Background: an optimization exercise with open tools, aiming at small area. Do not read the settings as production practice.
Only simulation tests tie the RTL to the original design; equivalence was not proved.
Power is estimated from default activity; no workload was simulated.

== exp/nickel ==
// Single_Cycle_Top
module Single_Cycle_Top(clk, reset, imem_addr, imem_rdata, dmem_addr, dmem_wdata, dmem_we, dmem_rdata);
input clk, reset;
output [31:0] imem_addr;
input [31:0] imem_rdata;
output [31:0] dmem_addr, dmem_wdata;
output dmem_we;
input [31:0] dmem_rdata;
wire [31:0] instr = imem_rdata;
wire [6:0] opcode = instr[6:0];
wire [2:0] f3 = instr[14:12];
wire [6:0] f7 = instr[31:25];
wire [4:0] a1 = instr[19:15];
wire [4:0] a2 = instr[24:20];
wire [4:0] a3 = instr[11:7];
wire is_r   = (opcode == 7'b0110011);
wire is_i   = (opcode == 7'b0010011);
wire is_st  = (opcode == 7'b0100011);
wire is_br  = (opcode == 7'b1100011);
wire is_jal = (opcode == 7'b1101111);
wire is_alu = is_r | is_i;
wire is_ld  = ~(is_alu | is_st | is_br | is_jal);    
reg [31:1] pc;
wire [31:0] pc32 = {pc, 1'b0};
reg  [31:0] R [1:31];
reg  [31:1] valid;
wire [31:1] we;
wire [31:0] sel1;
wire [30:0] sel2;
wire [31:0] wd;
wire reg_we = ~(is_st | is_br);
genvar k, b, i;
generate
  for (k = 1; k < 32; k = k + 1) begin : rf
    assign we[k]   = reg_we && (a3 == k);
    assign sel1[k-1] = valid[k] && (a1 == k) && !is_jal;
    assign sel2[k-1] = valid[k] && (a2 == k);
    wire hold = ~we[k];
    wire [31:0] nxt;
    for (b = 0; b < 32; b = b + 1) begin : hb
      rf_hold h(.we(we[k]), .d(wd[b]), .hold(hold), .q(R[k][b]), .y(nxt[b]));
    end
    always @(posedge clk)
      R[k] <= nxt;
    always @(posedge clk or posedge reset)
      if (reset) valid[k] <= 1'b0;
      else if (we[k]) valid[k] <= 1'b1;
  end
endgenerate
assign sel1[31] = is_jal;
wire [31:0] opA, rs2;
generate
  for (b = 0; b < 32; b = b + 1) begin : rd
    wire [31:0] col;
    for (k = 1; k < 32; k = k + 1) begin : c
      assign col[k-1] = R[k][b];
    end
    assign col[31] = pc32[b];
    rf_read_bit #(.W(32)) p1(.a(col), .s(sel1), .y(opA[b]));
    rf_read_bit #(.W(31)) p2(.a(col[30:0]), .s(sel2), .y(rs2[b]));
  end
endgenerate
wire [31:0] immI = {{20{instr[31]}}, instr[31:20]};
  ...
clock: 14.0 ns
lec_check: 0
cap_margin: 20
cell_pad_in_sites_detail_placement: 2
cell_pad_in_sites_global_placement: 2
core_margin: 2
core_utilization: 40
place_density: 0.55
setup_slack_margin: 1.0
slew_margin: 20
synth_hierarchical: 1
synth_minimum_keep_size: 0
standard.sh (not shown) runs the stock make flow with config.mk's settings and CLKGATE_MAP_FILE= SYNTH_SCRIPT=/design/flow/synth_recipe.tcl, a recipe that flattens the netlist after the stock synthesis.
==> flow/flow/run.sh <==
#!/bin/bash
# Layout flow: the standard ORFS flow (standard.sh) with two changes:
#  - ports are buffered with sky130_fd_sc_hd__buf_1 instead of the default
#    delay-cell buffer (every input and output port still gets a buffer);
#  - clock tree synthesis clusters up to 25 sinks within 100 um per leaf
#    buffer and inserts no dummy loads.
# Each ORFS step writes its full log under orfs/logs/; make's own output goes
# to flow_make.log in the work folder.
set -euo pipefail
export BUFFER_PORTS_ARGS="-buffer_cell sky130_fd_sc_hd__buf_1"
export CTS_ARGS="-sink_clustering_enable -repair_clock_nets -dont_use_dummy_load -sink_clustering_size 25 -sink_clustering_max_diameter 100"
bash standard.sh finish > flow_make.log 2>&1
exp/nickel has completed all stages; timing, DRC and antenna checks passed.
Setup changes, exp/nickel to exp/quartz
- a deleted SETUP_SLACK_MARGIN that had been 1.0
-- flow/flow/run.sh --
<<< exp/nickel, line 3
#  - ports are buffered with sky130_fd_sc_hd__buf_1 instead of the default
>>> exp/quartz, line 3
#  - ports are buffered with sky130_fd_sc_hd__buf_2 instead of the default
<<< exp/nickel, line 10
export BUFFER_PORTS_ARGS="-buffer_cell sky130_fd_sc_hd__buf_1"
>>> exp/quartz, line 10
export BUFFER_PORTS_ARGS="-buffer_cell sky130_fd_sc_hd__buf_2"
==> comparison <==
- exp/quartz finished all stages; the layout is clean.
- From exp/nickel to exp/quartz the numbers moved as follows: via count grew by 1.2%; detailed route wirelength on metal2 grew by 2.5%; global-route usage grew by 1.0 points.
- Slowest stage cell on the critical path: sky130_fd_sc_hd__and3_2 -> exp/quartz, sky130_fd_sc_hd__a222oi_1 -> exp/nickel
- exp/quartz and exp/nickel ended up with nearly the same power.
- On latest clock arrival within the worst-skew pair, exp/quartz and exp/nickel are basically level.
Inputs modified between exp/quartz and exp/zinc:
-- flow/flow/run.sh --
<<< exp/quartz, line 3
#  - ports are buffered with sky130_fd_sc_hd__buf_2 instead of the default
>>> exp/zinc, line 3
#  - ports are buffered with sky130_fd_sc_hd__buf_1 instead of the default
<<< exp/quartz, line 10
export BUFFER_PORTS_ARGS="-buffer_cell sky130_fd_sc_hd__buf_2"
>>> exp/zinc, line 10
export BUFFER_PORTS_ARGS="-buffer_cell sky130_fd_sc_hd__buf_1"
Notes after the runs:
exp/quartz reports its endpoint of the most critical setup path as dmem_addr[23] while exp/zinc reports dmem_addr[22].
Between exp/zinc and exp/quartz, it is exp/zinc whose number of antenna violations at the first check in global routing is higher, by 5.
Between exp/zinc and exp/quartz, the difference in clock slew seen by the registers of the worst setup and hold paths is negligible.
As far as floorplan die width goes, exp/zinc and exp/quartz are indistinguishable; the numbers are identical.
Total power improves in exp/zinc relative to exp/quartz.
exp/zinc finished end to end and its layout was clean on timing, DRC and antenna.
On area added between synthesis and finish, exp/zinc and exp/quartz are neck and neck.
Number of buffers created by CTS, exp/zinc vs exp/quartz: up by a few percent
Looking at per-cell via count in the routed design, exp/zinc sits about 1.2% lower than exp/quartz does.
[exp/zinc] final critical delay including setup and external delays fell 0.085 ns relative to exp/quartz
Aggregate routed wire length: exp/zinc < exp/quartz
On arrival time reported for the critical path endpoint: between exp/zinc and exp/quartz, it ends up higher for exp/quartz.

========
The RTL this note starts from:
==> flow/design.v <==
module rf_aoi222(input a0, s0, a1, s1, a2, s2, output y);
  assign y = ~((a0 & s0) | (a1 & s1) | (a2 & s2));
endmodule
module rf_nand2(input a, b, output y);
  assign y = ~(a & b);
endmodule
module rf_nand4(input a, b, c, d, output y);
  assign y = ~(a & b & c & d);
endmodule
module rf_nor2(input a, b, output y);
  assign y = ~(a | b);
endmodule
module rf_hold(input we, d, hold, q, output y);
  assign y = (we & d) | (hold & q);
endmodule
module rf_read_bit #(parameter W = 32) (input [W-1:0] a, input [W-1:0] s, output y);
  wire [10:0] t;
  genvar j;
  generate
    for (j = 0; j < 10; j = j + 1) begin : g
      rf_aoi222 u(.a0(a[3*j]), .s0(s[3*j]), .a1(a[3*j+1]), .s1(s[3*j+1]),
                  .a2(a[3*j+2]), .s2(s[3*j+2]), .y(t[j]));
    end
    if (W == 32) begin : w32
      rf_aoi222 u10(.a0(a[30]), .s0(s[30]), .a1(a[31]), .s1(s[31]),
                    .a2(a[31]), .s2(s[31]), .y(t[10]));
    end else begin : w31
      rf_nand2 u10(.a(a[30]), .b(s[30]), .y(t[10]));
    end
  endgenerate
  wire n0, n1, m;
  rf_nand4 u11(.a(t[0]), .b(t[1]), .c(t[2]), .d(t[3]), .y(n0));
  rf_nand4 u12(.a(t[4]), .b(t[5]), .c(t[6]), .d(t[7]), .y(n1));
  rf_nor2  u13(.a(n0), .b(n1), .y(m));
  rf_nand4 u14(.a(m), .b(t[8]), .c(t[9]), .d(t[10]), .y(y));
endmodule
module cy_stage(input p, g, c, output y);
  assign y = ~(p ? c : g);
endmodule
module Single_Cycle_Top(clk, reset, imem_addr, imem_rdata, dmem_addr, dmem_wdata, dmem_we, dmem_rdata);
input clk, reset;
output [31:0] imem_addr;
input [31:0] imem_rdata;
output [31:0] dmem_addr, dmem_wdata;
output dmem_we;
input [31:0] dmem_rdata;
wire [31:0] instr = imem_rdata;
wire [6:0] opcode = instr[6:0];
wire [2:0] f3 = instr[14:12];
wire [6:0] f7 = instr[31:25];
wire [4:0] a1 = instr[19:15];
wire [4:0] a2 = instr[24:20];
wire [4:0] a3 = instr[11:7];
wire is_r   = (opcode == 7'b0110011);
wire is_i   = (opcode == 7'b0010011);
wire is_st  = (opcode == 7'b0100011);
wire is_br  = (opcode == 7'b1100011);
wire is_jal = (opcode == 7'b1101111);
wire is_alu = is_r | is_i;
wire is_ld  = ~(is_alu | is_st | is_br | is_jal);    
reg [31:1] pc;
wire [31:0] pc32 = {pc, 1'b0};
reg  [31:0] R [1:31];
reg  [31:1] valid;
wire [31:1] we;
wire [31:0] sel1;
wire [30:0] sel2;
wire [31:0] wd;
wire reg_we = ~(is_st | is_br);
genvar k, b, i;
generate
  for (k = 1; k < 32; k = k + 1) begin : rf
    assign we[k]   = reg_we && (a3 == k);
    assign sel1[k-1] = valid[k] && (a1 == k) && !is_jal;
    assign sel2[k-1] = valid[k] && (a2 == k);
    wire hold = ~we[k];
    wire [31:0] nxt;
    for (b = 0; b < 32; b = b + 1) begin : hb
      rf_hold h(.we(we[k]), .d(wd[b]), .hold(hold), .q(R[k][b]), .y(nxt[b]));
    end
    always @(posedge clk)
      R[k] <= nxt;
    always @(posedge clk or posedge reset)
      if (reset) valid[k] <= 1'b0;
      else if (we[k]) valid[k] <= 1'b1;
  end
endgenerate
assign sel1[31] = is_jal;
wire [31:0] opA, rs2;
generate
  for (b = 0; b < 32; b = b + 1) begin : rd
    wire [31:0] col;
    for (k = 1; k < 32; k = k + 1) begin : c
      assign col[k-1] = R[k][b];
    end
    assign col[31] = pc32[b];
    rf_read_bit #(.W(32)) p1(.a(col), .s(sel1), .y(opA[b]));
    rf_read_bit #(.W(31)) p2(.a(col[30:0]), .s(sel2), .y(rs2[b]));
  end
endgenerate
wire [31:0] immI = {{20{instr[31]}}, instr[31:20]};
wire [31:0] immS = {{20{instr[31]}}, instr[31:25], instr[11:7]};
wire [31:0] immB = {{19{instr[31]}}, instr[31], instr[7], instr[30:25], instr[11:8], 1'b0};
wire [31:0] immJ = {{12{instr[31]}}, instr[31], instr[19:12], instr[20], instr[30:21], 1'b0};
wire f7z = (f7 == 7'b0000000);
wire f7s = (f7 == 7'b0100000);
wire op_slt = is_alu & f7z & (f3 == 3'b010);
wire op_or  = is_alu & f7z & (f3 == 3'b110);
wire op_and = is_alu & f7z & (f3 == 3'b111);
wire op_xor = is_alu & f7z & (f3 == 3'b100);
wire sub    = op_slt | (is_alu & f7s & (f3 == 3'b000));
wire [31:0] opB = (is_r | is_br) ? rs2 : is_st ? immS : is_jal ? 32'd4 : immI;
wire [31:0] bq = opB ^ {32{sub}};
wire [31:0] p  = opA ^ bq;
wire [31:0] x  = opA & bq;
localparam NS = 4;                  
function integer SB(input integer k);    
  case (k)
    0: SB = 0;  1: SB = 8;  2: SB = 16;  3: SB = 24;  default: SB = 32;
  endcase
endfunction
wire [31:0] cin_t;                  
wire [SB(1):0] cl;
assign cl[0] = sub;
generate
  for (i = 0; i < SB(1); i = i + 1) begin : lo
    if (i % 2 == 0) begin : ev
      cy_stage u(.p(p[i]), .g(opA[i]), .c(cl[i]), .y(cl[i+1]));
    end else begin : od
      cy_stage u(.p(p[i]), .g(~bq[i]), .c(cl[i]), .y(cl[i+1]));
    end
  end
  for (i = 0; i < SB(1); i = i + 1) begin : ct
    assign cin_t[i] = (i % 2 == 0) ? cl[i] : ~cl[i];
  end
  for (k = 1; k < NS; k = k + 1) begin : sec
    localparam S = SB(k), E = SB(k + 1);
    wire [(E == 32 ? 31 : E):S+1] x0, x1;   
    wire cs;
    if (k == 1) begin : c1
      assign cs = (S % 2 == 0) ? cl[S] : ~cl[S];
    end else begin : cn
      wire v = sec[k-1].cs ? sec[k-1].x1[S] : sec[k-1].x0[S];
      assign cs = (S % 2 == 0) ? v : ~v;
    end
    if (S % 2 == 0) begin : fe      
      assign x0[S+1] = ~(~p[S] & opA[S]);
      assign x1[S+1] = ~(p[S] | opA[S]);
    end else begin : fo             
      assign x0[S+1] = ~p[S] & bq[S];
      assign x1[S+1] = p[S] | bq[S];
    end
    for (i = S + 1; i < E && i < 31; i = i + 1) begin : st
      if (i % 2 == 0) begin : ev
        cy_stage u0(.p(p[i]), .g(opA[i]), .c(x0[i]), .y(x0[i+1]));
        cy_stage u1(.p(p[i]), .g(opA[i]), .c(x1[i]), .y(x1[i+1]));
      end else begin : od
        cy_stage u0(.p(p[i]), .g(~bq[i]), .c(x0[i]), .y(x0[i+1]));
        cy_stage u1(.p(p[i]), .g(~bq[i]), .c(x1[i]), .y(x1[i+1]));
      end
    end
    assign cin_t[S] = cs;
    for (i = S + 1; i < E; i = i + 1) begin : cm
      wire v = cs ? x1[i] : x0[i];
      assign cin_t[i] = (i % 2 == 0) ? v : ~v;
    end
  end
endgenerate
wire [31:0] sum = p ^ cin_t;
wire taken_br = is_br & (f3 == 3'b000) & ~|p;    
wire taken = is_jal | taken_br;
wire [31:1] o = taken ? (is_jal ? immJ[31:1] : immB[31:1]) : 31'd2;
wire [31:1] q = pc ^ o;
wire [17:2] cp;                     
assign cp[2] = pc[1] & o[1];
generate
  for (i = 2; i < 17; i = i + 1) begin : pa
    if (i % 2 == 0) begin : ev
      cy_stage u(.p(q[i]), .g(pc[i]), .c(cp[i]), .y(cp[i+1]));
    end else begin : od
      cy_stage u(.p(q[i]), .g(~o[i]), .c(cp[i]), .y(cp[i+1]));
    end
  end
endgenerate
wire [31:18] u0, u1;                
assign u0[18] = ~q[17] & o[17];
assign u1[18] = q[17] | o[17];
generate
  for (i = 18; i < 31; i = i + 1) begin : pu
    if (i % 2 == 0) begin : ev
      cy_stage v0(.p(q[i]), .g(pc[i]), .c(u0[i]), .y(u0[i+1]));
      cy_stage v1(.p(q[i]), .g(pc[i]), .c(u1[i]), .y(u1[i+1]));
    end else begin : od
      cy_stage v0(.p(q[i]), .g(~o[i]), .c(u0[i]), .y(u0[i+1]));
      cy_stage v1(.p(q[i]), .g(~o[i]), .c(u1[i]), .y(u1[i+1]));
    end
  end
endgenerate
wire c17 = ~cp[17];
wire [31:1] cpt;                    
assign cpt[1] = 1'b0;
generate
  for (i = 2; i < 17; i = i + 1) begin : pt
    assign cpt[i] = (i % 2 == 0) ? cp[i] : ~cp[i];
  end
  for (i = 18; i < 32; i = i + 1) begin : ps
    wire v = c17 ? u1[i] : u0[i];
    assign cpt[i] = (i % 2 == 0) ? v : ~v;
  end
endgenerate
assign cpt[17] = c17;
wire [31:1] npc = q ^ cpt;
always @(posedge clk or posedge reset)
  if (reset) pc <= 31'b0;
  else pc <= npc;
wire e_p = op_xor | op_or;
wire e_x = op_and | op_or;
wire e_s = is_jal | (is_alu & ~(op_xor | op_or | op_and | op_slt));
wire [31:0] res = ({32{e_p}} & p) | ({32{e_x}} & x) | ({32{e_s}} & sum) |
                  {31'b0, op_slt & sum[31]};
assign wd = is_ld ? dmem_rdata : res;
assign imem_addr = pc32;
assign dmem_addr = sum;
assign dmem_wdata = rs2;
assign dmem_we = is_st & ~reset;
endmodule
export LEC_CHECK = 0
export CAP_MARGIN = 20
export CELL_PAD_IN_SITES_DETAIL_PLACEMENT = 2
export CELL_PAD_IN_SITES_GLOBAL_PLACEMENT = 2
export CORE_MARGIN = 2
export CORE_UTILIZATION = 40
export PLACE_DENSITY = 0.55
export SETUP_SLACK_MARGIN = 1.0
export SLEW_MARGIN = 20
export SYNTH_HIERARCHICAL = 1
export SYNTH_MINIMUM_KEEP_SIZE = 0
create_clock -name core_clock -period 14.0 [get_ports {clk}]
==> flow/flow/run.sh <==
#!/bin/bash
# Layout flow: the standard ORFS flow (standard.sh) with two changes:
#  - ports are buffered with sky130_fd_sc_hd__buf_1 instead of the default
#    delay-cell buffer (every input and output port still gets a buffer);
#  - clock tree synthesis clusters up to 25 sinks within 100 um per leaf
#    buffer and inserts no dummy loads.
# Each ORFS step writes its full log under orfs/logs/; make's own output goes
# to flow_make.log in the work folder.
set -euo pipefail
export BUFFER_PORTS_ARGS="-buffer_cell sky130_fd_sc_hd__buf_1"
export CTS_ARGS="-sink_clustering_enable -repair_clock_nets -dont_use_dummy_load -sink_clustering_size 25 -sink_clustering_max_diameter 100"
bash standard.sh finish > flow_make.log 2>&1
Rerun with:
--- a/flow/flow/run.sh
+++ b/flow/flow/run.sh
@@ -2 +2 @@
-# Layout flow: the standard ORFS flow (standard.sh) with two changes:
+# Layout flow: the standard ORFS flow (standard.sh) with three changes:
@@ -6 +6,3 @@
-#    buffer and inserts no dummy loads.
+#    buffer and inserts no dummy loads;
+#  - after global routing, ORFS's power recovery (RECOVER_POWER) downsizes
+#    cells off the critical paths.
@@ -11,0 +14 @@
+export RECOVER_POWER=100
Now the flow finished with capacitance limit, slew limit left.
Setup slack loses 0.42 ns.
Routed wire length is about the same.
Register-to-register slack loses 0.55 ns.
Rerun with:
--- a/flow/flow/run.sh
+++ b/flow/flow/run.sh
@@ -2 +2 @@
-# Layout flow: the standard ORFS flow (standard.sh) with three changes:
+# Layout flow: the standard ORFS flow (standard.sh) with two changes:
@@ -6,3 +6 @@
-#    buffer and inserts no dummy loads;
-#  - after global routing, ORFS's power recovery (RECOVER_POWER) downsizes
-#    cells off the critical paths.
+#    buffer and inserts no dummy loads.
@@ -14 +11,0 @@
-export RECOVER_POWER=100
SETUP_SLACK_MARGIN = 0.5   (was 1.0)
This time the run passed the timing, design-rule and antenna checks.
Routed wire length stays flat.
Cell count hardly moves.
Sequential cell count stays the same.
Sequential share of layout area fell by 0.26 points.
Power stays flat.
Count of clock-buffer cells in the layout does not change.
Via count barely changes.
Synthesized cell count is unchanged.

-- port drivers added, routing unchanged --
The results above use ideal ports. As a check the final layouts listed here were re-extracted and re-timed, cells and wires unchanged. Step 1, drivers: a clkbuf_16 drives clk and a buf_2 each remaining input, both assumed. Step 2, shift: input delay + t, output delay - t, t = (earliest + latest rising clock arrival at the registers) / 2. This alone moves slack from input paths to output paths. Slacks: no drivers / after step 1 / after step 2; pairs: no drivers / after step 1.
| run | shift t [ns] | setup WS [ns] | worst setup path at the end | latest minus earliest clock arrival (ns) | worst slew at a driven data input, ns |
|---|---|---|---|---|---|
| exp/nickel | 0.760 | 0.906 / 0.820 / 0.490 | input to register | 0.076 / 0.077 | 0.12 |
| exp/quartz | 0.746 | 0.323 / 0.296 / -0.162 | input to register | 0.082 / 0.082 | 0.05 |
| exp/zinc | 0.760 | 0.408 / 0.361 / 0.242 | input to register | 0.087 / 0.087 | 0.11 |
| the first run of note 2 | 0.760 | 1.003 / 0.936 / 0.519 | input to register | 0.095 / 0.095 | 0.16 |
| the second run of note 2 | 0.760 | 0.586 / 0.424 / -0.067 | input to register | 0.100 / 0.100 | 0.16 |
| the third run of note 2 | 0.762 | 0.757 / 0.636 / 0.352 | input to register | 0.097 / 0.098 | 0.16 |
For the second run of note 2, which loses most, drivers alone change the setup slack by -0.162 ns; drivers and shift together by -0.653 ns.
